Source: an optimization exercise on an open RTL-to-GDS flow (aim: small area). Production flows keep margins and buffers that such runs may drop.
In this exercise RTL edits were held to simulation tests only and were not proved equivalent to the original.
No driver is modelled on the clock port, so clock power and skew are understated where the tree is cut down; a real chip needs a root buffer or a tree.
Power figures rest on the tool's default switching activity, not on a simulated workload.

==> flow/design.v (excerpt) <==
module topmodule #(
    parameter integer CLK_FREQ = 1000000,
    parameter integer BAUD_RATE = 9600,
    parameter integer DB_THRES = 100
)(
    input  wire [7:0] data_in,
    input  wire clk,
    input  wire btn,
    input  wire reset,
    output wire txd,
    output wire [7:0] mem_out_data,
    output wire [3:0] mem_wr_addr,
    output wire tx_done_dbg,
    output wire rx_ready_dbg,
    output wire [7:0] rx_byte_dbg
);
    wire transmit_db;
    wire tx_done;
    wire rx_ready;
    wire mem_we, mem_re;
    reg [3:0] write_addr;
    debouncing #(.THRESHOLD(DB_THRES)) DB (
        .clk(clk), .reset(reset), .btn(btn), .transmit(transmit_db)
    );
    transmitter #(.CLK_FREQ(CLK_FREQ), .BAUD_RATE(BAUD_RATE)) TX (
        .clk(clk), .reset(reset), .data_in(data_in),
        .transmit(transmit_db), .txd(txd), .tx_done(tx_done), .mem_we(mem_we)
    );
    receiver #(.CLK_FREQ(CLK_FREQ), .BAUD_RATE(BAUD_RATE)) RX (
        .clk(clk), .rst(reset), .rxd(txd), .rxddata(rx_byte_dbg),
        .data_ready(rx_ready), .mem_re(mem_re)
    );
    shared_mem #(.WIDTH(8)) MEM (
        .clk(clk), .we(mem_we), .wdata(data_in), .re(mem_re), .rdata(mem_out_data)
    );
    always @(posedge clk) begin
        if (reset) write_addr <= 4'd0;
        else if (tx_done) write_addr <= write_addr + 4'd1;
    end
    assign mem_wr_addr = write_addr;
  ...
Size: ~210 cells after synthesis, about 34 I/O pins.
export LEC_CHECK = 0
export CAP_MARGIN = 20
export CORE_MARGIN = 2
export CORE_UTILIZATION = 40
export GPL_TIMING_DRIVEN = 0
export SLEW_MARGIN = 20
create_clock -name core_clock -period 10.0 [get_ports {clk}]
standard.sh (not shown) runs the stock make flow with config.mk's settings and CLKGATE_MAP_FILE= SYNTH_SCRIPT=/design/flow/synth_recipe.tcl, a recipe that flattens the netlist after the stock synthesis.
==> flow/flow/run.sh <==
#!/bin/bash
# Standard ORFS layout (bash standard.sh), with these changes:
#  - after the standard synthesis, the gates between the registers are
#    re-mapped by ABC for area (resyn.tcl, several ABC scripts, smallest kept); registers keep names and cells;
#  - gates downsized after floorplan (post_floorplan.tcl);
#  - buf_1 cells as the port buffers;
#  - TritonCTS's clock tree replaced by one level of clock buffers
#    (pre_cts.tcl).
# Each tool's output goes to its own log here and to ORFS's logs in orfs/logs.
set -euo pipefail
here=$(pwd)
export BUFFER_PORTS_ARGS="-buffer_cell sky130_fd_sc_hd__buf_1"
export PRE_CTS_TCL="$here/flow/pre_cts.tcl"
export POST_FLOORPLAN_TCL="$here/flow/post_floorplan.tcl"
export CLK_BUF_CELL="${CLK_BUF_CELL:-sky130_fd_sc_hd__clkbuf_8}"
export NCLK="${NCLK:-4}"
export CLK_SLEW_GUARD="${CLK_SLEW_GUARD:-0.122}"
bash standard.sh synth > synth.log 2>&1
res=$here/orfs/results/$FLOW_PLATFORM/topmodule/base
cp $res/1_2_yosys.v $here/standard_synth.v
YOSYS=yosys
[ -x "$FLOW_HOME/../tools/install/yosys/bin/yosys" ] && YOSYS="$FLOW_HOME/../tools/install/yosys/bin/yosys"
# Re-map with several ABC scripts and keep the smallest netlist.
mkdir -p $here/resyn
best=""; best_area=""
for abc in $here/flow/abc_*.abc; do
  name=$(basename $abc .abc)
  if RESYN_LIB=$FLOW_HOME/platforms/$FLOW_PLATFORM/lib/sky130_fd_sc_hd__tt_025C_1v80.lib \
     RESYN_IN=$here/standard_synth.v RESYN_OUT=$here/resyn/$name.v RESYN_ABC=$abc \
     $YOSYS -c $here/flow/resyn.tcl > $here/resyn/$name.log 2>&1; then
    area=$(grep -m1 "Chip area" $here/resyn/$name.v.stat | awk '{print $NF}')
    echo "$name $area" >> $here/resyn/areas.txt
    if [[ -z "$best" ]] || awk "BEGIN{exit !($area < $best_area)}"; then best=$name; best_area=$area; fi
  fi
done
echo "best $best $best_area" >> $here/resyn/areas.txt
if [[ -n "$best" ]]; then cp $here/resyn/$best.v $res/1_2_yosys.v; fi
bash standard.sh do-1_synth > synth_odb.log 2>&1
bash standard.sh > standard.log 2>&1
==> flow/flow/abc_deepsyn.abc <==
strash
&get -n
&deepsyn -I 20 -J 50
&put
dch -f
amap
Other scripts of this flow, unchanged in this note and not shown: flow/flow/abc_amap.abc, flow/flow/abc_amap2.abc, flow/flow/abc_amapm.abc, flow/flow/abc_famap.abc, flow/flow/abc_map.abc, flow/flow/abc_nf.abc, flow/flow/abc_nfa.abc, flow/flow/abc_syn2nf.abc, flow/flow/post_floorplan.tcl, flow/flow/pre_cts.tcl, flow/flow/resyn.tcl
Edit:
removed: flow/flow/abc_deepsyn.abc
Outcome:
- The changed run went through all stages and came out clean
- worst setup slack loses 0.013 ns
- wire length went up slightly
- hold slack stays flat
- final cell count grows by a few percent
No run of this note takes its clock network from TritonCTS; it comes from the design's own scripts or RTL.

========
topmodule, a different RTL version from the one above (not shown whole).
Size: roughly 290 cells after synthesis, ~34 I/O pins, ~3100 um^2 of cells after synthesis.
// topmodule
module topmodule #(
    parameter integer CLK_FREQ = 1000000,
    parameter integer BAUD_RATE = 9600,
    parameter integer DB_THRES = 100
)(
    input  wire [7:0] data_in,
    input  wire clk,
    input  wire btn,
    input  wire reset,
    output wire txd,
    output wire [7:0] mem_out_data,
    output wire [3:0] mem_wr_addr,
    output wire tx_done_dbg,
    output wire rx_ready_dbg,
    output wire [7:0] rx_byte_dbg
);
clock: 10.0 ns
lec_check: 0
cap_margin: 20
core_margin: 2
core_utilization: 40
slew_margin: 20
==> flow/flow/run.sh <==
#!/bin/bash
export BUFFER_PORTS_ARGS="-buffer_cell sky130_fd_sc_hd__buf_1"
export CTS_ARGS="-sink_clustering_enable -repair_clock_nets -dont_use_dummy_load -sink_clustering_size 100 -sink_clustering_max_diameter 500 -sink_buffer_max_cap_derate 1.0 -buf_list sky130_fd_sc_hd__clkbuf_8 -root_buf sky130_fd_sc_hd__clkbuf_8"
bash standard.sh > standard.log 2>&1
The first run completed with no timing, DRC or antenna violations.
Then changed:
==> flow/flow/run.sh (replaced) <==
#!/bin/bash
# Standard ORFS layout with three changes: 1-um buf_1 cells as the port
# buffers, and the clock tree replaced by a single clock buffer that drives
# every register (see pre_cts.tcl).
set -euo pipefail
here=$(pwd)
export BUFFER_PORTS_ARGS="-buffer_cell sky130_fd_sc_hd__buf_1"
export PRE_CTS_TCL="$here/flow/pre_cts.tcl"
export CLK_BUF_CELL="${CLK_BUF_CELL:-sky130_fd_sc_hd__clkbuf_8}"
export NCLK="${NCLK:-4}"
bash standard.sh > standard.log 2>&1
==> flow/flow/pre_cts.tcl (new file) <==
# Replace TritonCTS's H-tree (9 buffers for ~70 sinks) with one level of
# clock buffers: the clock sinks are split into NCLK groups by position
# (halves in x, then halves in y) and each group gets its own buffer, placed
# at the group's centre and driven by the clock port.
set block [ord::get_db_block]
set dbu [$block getDbUnitsPerMicron]
set clk_net [$block findNet clk]
set sinks {}
foreach it [$clk_net getITerms] {
  set inst [$it getInst]
  set loc [$inst getLocation]
  lappend sinks [list [lindex $loc 0] [lindex $loc 1] "[$inst getName]/[[$it getMTerm] getName]"]
}
proc split_groups {groups axis} {
  set out {}
  foreach g $groups {
    set s [lsort -integer -index $axis $g]
    set h [expr {[llength $s] / 2}]
    lappend out [lrange $s 0 [expr {$h - 1}]] [lrange $s $h end]
  }
  return $out
}
set groups [list $sinks]
set ng $::env(NCLK)
set axis 0
while {[llength $groups] < $ng} {
  set groups [split_groups $groups $axis]
  set axis [expr {1 - $axis}]
}
set i 0
foreach g $groups {
  set sx 0; set sy 0; set pins {}
  foreach s $g {
    set sx [expr {$sx + [lindex $s 0]}]
    set sy [expr {$sy + [lindex $s 1]}]
    lappend pins [get_pins [lindex $s 2]]
  }
  set n [llength $g]
  set cx [expr {double($sx) / $n / $dbu}]
  set cy [expr {double($sy) / $n / $dbu}]
  puts "clock group $i: $n sinks, buffer at $cx $cy"
  insert_buffer -buffer_cell $::env(CLK_BUF_CELL) -net clk -load_pins $pins \
    -location [list $cx $cy] -buffer_name clkbuf_$i -net_name clk_$i
  incr i
}
rename clock_tree_synthesis orig_clock_tree_synthesis
proc clock_tree_synthesis {args} { puts "clock_tree_synthesis skipped: clock buffers inserted by pre_cts.tcl" }
Effect: The new run went through all stages and came out clean; worst hold slack is about the same; global-route usage shrinks by 1.4 points; first-iteration DRC count grows by 6.8%; register-to-register slack is about the same; clock power shrinks by 38%; critical path depth does not change; clock skew shrinks by 0.0098 ns; power shrinks by 9.4%; worst setup slack is better by 0.18 ns.
Then changed:
==> flow/flow/run.sh (replaced) <==
#!/bin/bash
export BUFFER_PORTS_ARGS="-buffer_cell sky130_fd_sc_hd__buf_1"
export CTS_ARGS="-sink_clustering_enable -repair_clock_nets -dont_use_dummy_load -sink_clustering_size 100 -sink_clustering_max_diameter 500 -buf_list sky130_fd_sc_hd__clkbuf_16 -root_buf sky130_fd_sc_hd__clkbuf_16"
bash standard.sh > standard.log 2>&1
removed: flow/flow/pre_cts.tcl
The new run finished with timing, DRC and antenna clean.
Clock skew increases by 0.0038 ns.
Total power increases by 24%.
Cell area increases by 5.1%.
Sequential power stays flat.
Setup slack got worse by 0.15 ns.
Critical path depth does not change.
Register-to-register slack barely changes.
Global-route usage increases by 1.5 points.
Via count increases by 1.6%.
Then changed:
==> flow/flow/run.sh (replaced) <==
#!/bin/bash
# Standard ORFS layout, with smaller port buffers and no CTS dummy loads.
cp standard.sh standard_sh_copy.txt
export BUFFER_PORTS_ARGS="-buffer_cell sky130_fd_sc_hd__buf_1"
export CTS_ARGS="-sink_clustering_enable -repair_clock_nets -dont_use_dummy_load"
bash standard.sh > standard.log 2>&1
Result: The new run completed without violations. Hold slack improved by 0.0037 ns. Final cell count does not change. Sequential power stays flat. Global-route usage fell by 0.10 points. Wire length barely changes. Setup slack got worse by 0.024 ns. Via count stays the same.
Then changed:
==> flow/run.sh (new file) <==
#!/bin/bash
# synth_recipe.tcl (not shown) runs the flow's synth.tcl, then flattens the netlist and writes it again
# the make line also repeats each setting of config.mk as NAME=value (left out here)
make -C /OpenROAD-flow-scripts/flow DESIGN_CONFIG=/design/flow/config.mk WORK_HOME=/design/flow/orfs CLKGATE_MAP_FILE= SYNTH_SCRIPT=/design/flow/synth_recipe.tcl finish
removed: flow/flow/run.sh
removed: flow/standard.sh
Result: Maximum frequency decreases by roughly a tenth; total power is higher by a little under a tenth; register-to-register slack is about the same; synthesized cell count is unchanged; count of clock-buffer cells in the layout rises by 1.
In the second run of this note the design's own scripts or RTL, not TritonCTS, make the clock network.

what the ideal ports hide:
How much do the figures lean on ideal ports? The routed layouts below were timed once more, with nothing changed but the port constraints.
Step 1, drivers: a clkbuf_16 drives clk and a buf_2 each remaining input, both assumed.
Step 2, shift: input delay + t, output delay - t, t = (earliest + latest rising clock arrival at the registers) / 2. This alone moves slack from input paths to output paths.
Slacks: ideal ports / drivers / drivers and shift; pairs: ideal ports / drivers.
run | t (ns) | setup WS [ns] | hold slack, ns
the first run of note 1 | 0.207 | 6.142 / 6.169 / 5.962 | 0.387 / 0.387 / 0.387
the second run of note 1 | 0.210 | 6.129 / 6.072 / 6.282 | 0.387 / 0.387 / 0.387
the first run of note 2 | 0.360 | 6.132 / 6.101 / 6.462 | 0.421 / 0.421 / 0.421
the second run of note 2 | 0.219 | 6.309 / 6.247 / 6.466 | 0.419 / 0.418 / 0.418
the third run of note 2 | 0.355 | 6.156 / 6.123 / 6.478 | 0.418 / 0.418 / 0.418
the fourth run of note 2 | 0.360 | 6.132 / 6.101 / 6.462 | 0.421 / 0.421 / 0.421
the fifth run of note 2 | 0.369 | 5.738 / 5.708 / 6.077 | 0.414 / 0.414 / 0.414
After both steps setup and hold are still met in every run listed. The setup slack of the first run of note 1, which loses most, moves by +0.027 ns with the drivers and by -0.180 ns with both steps.
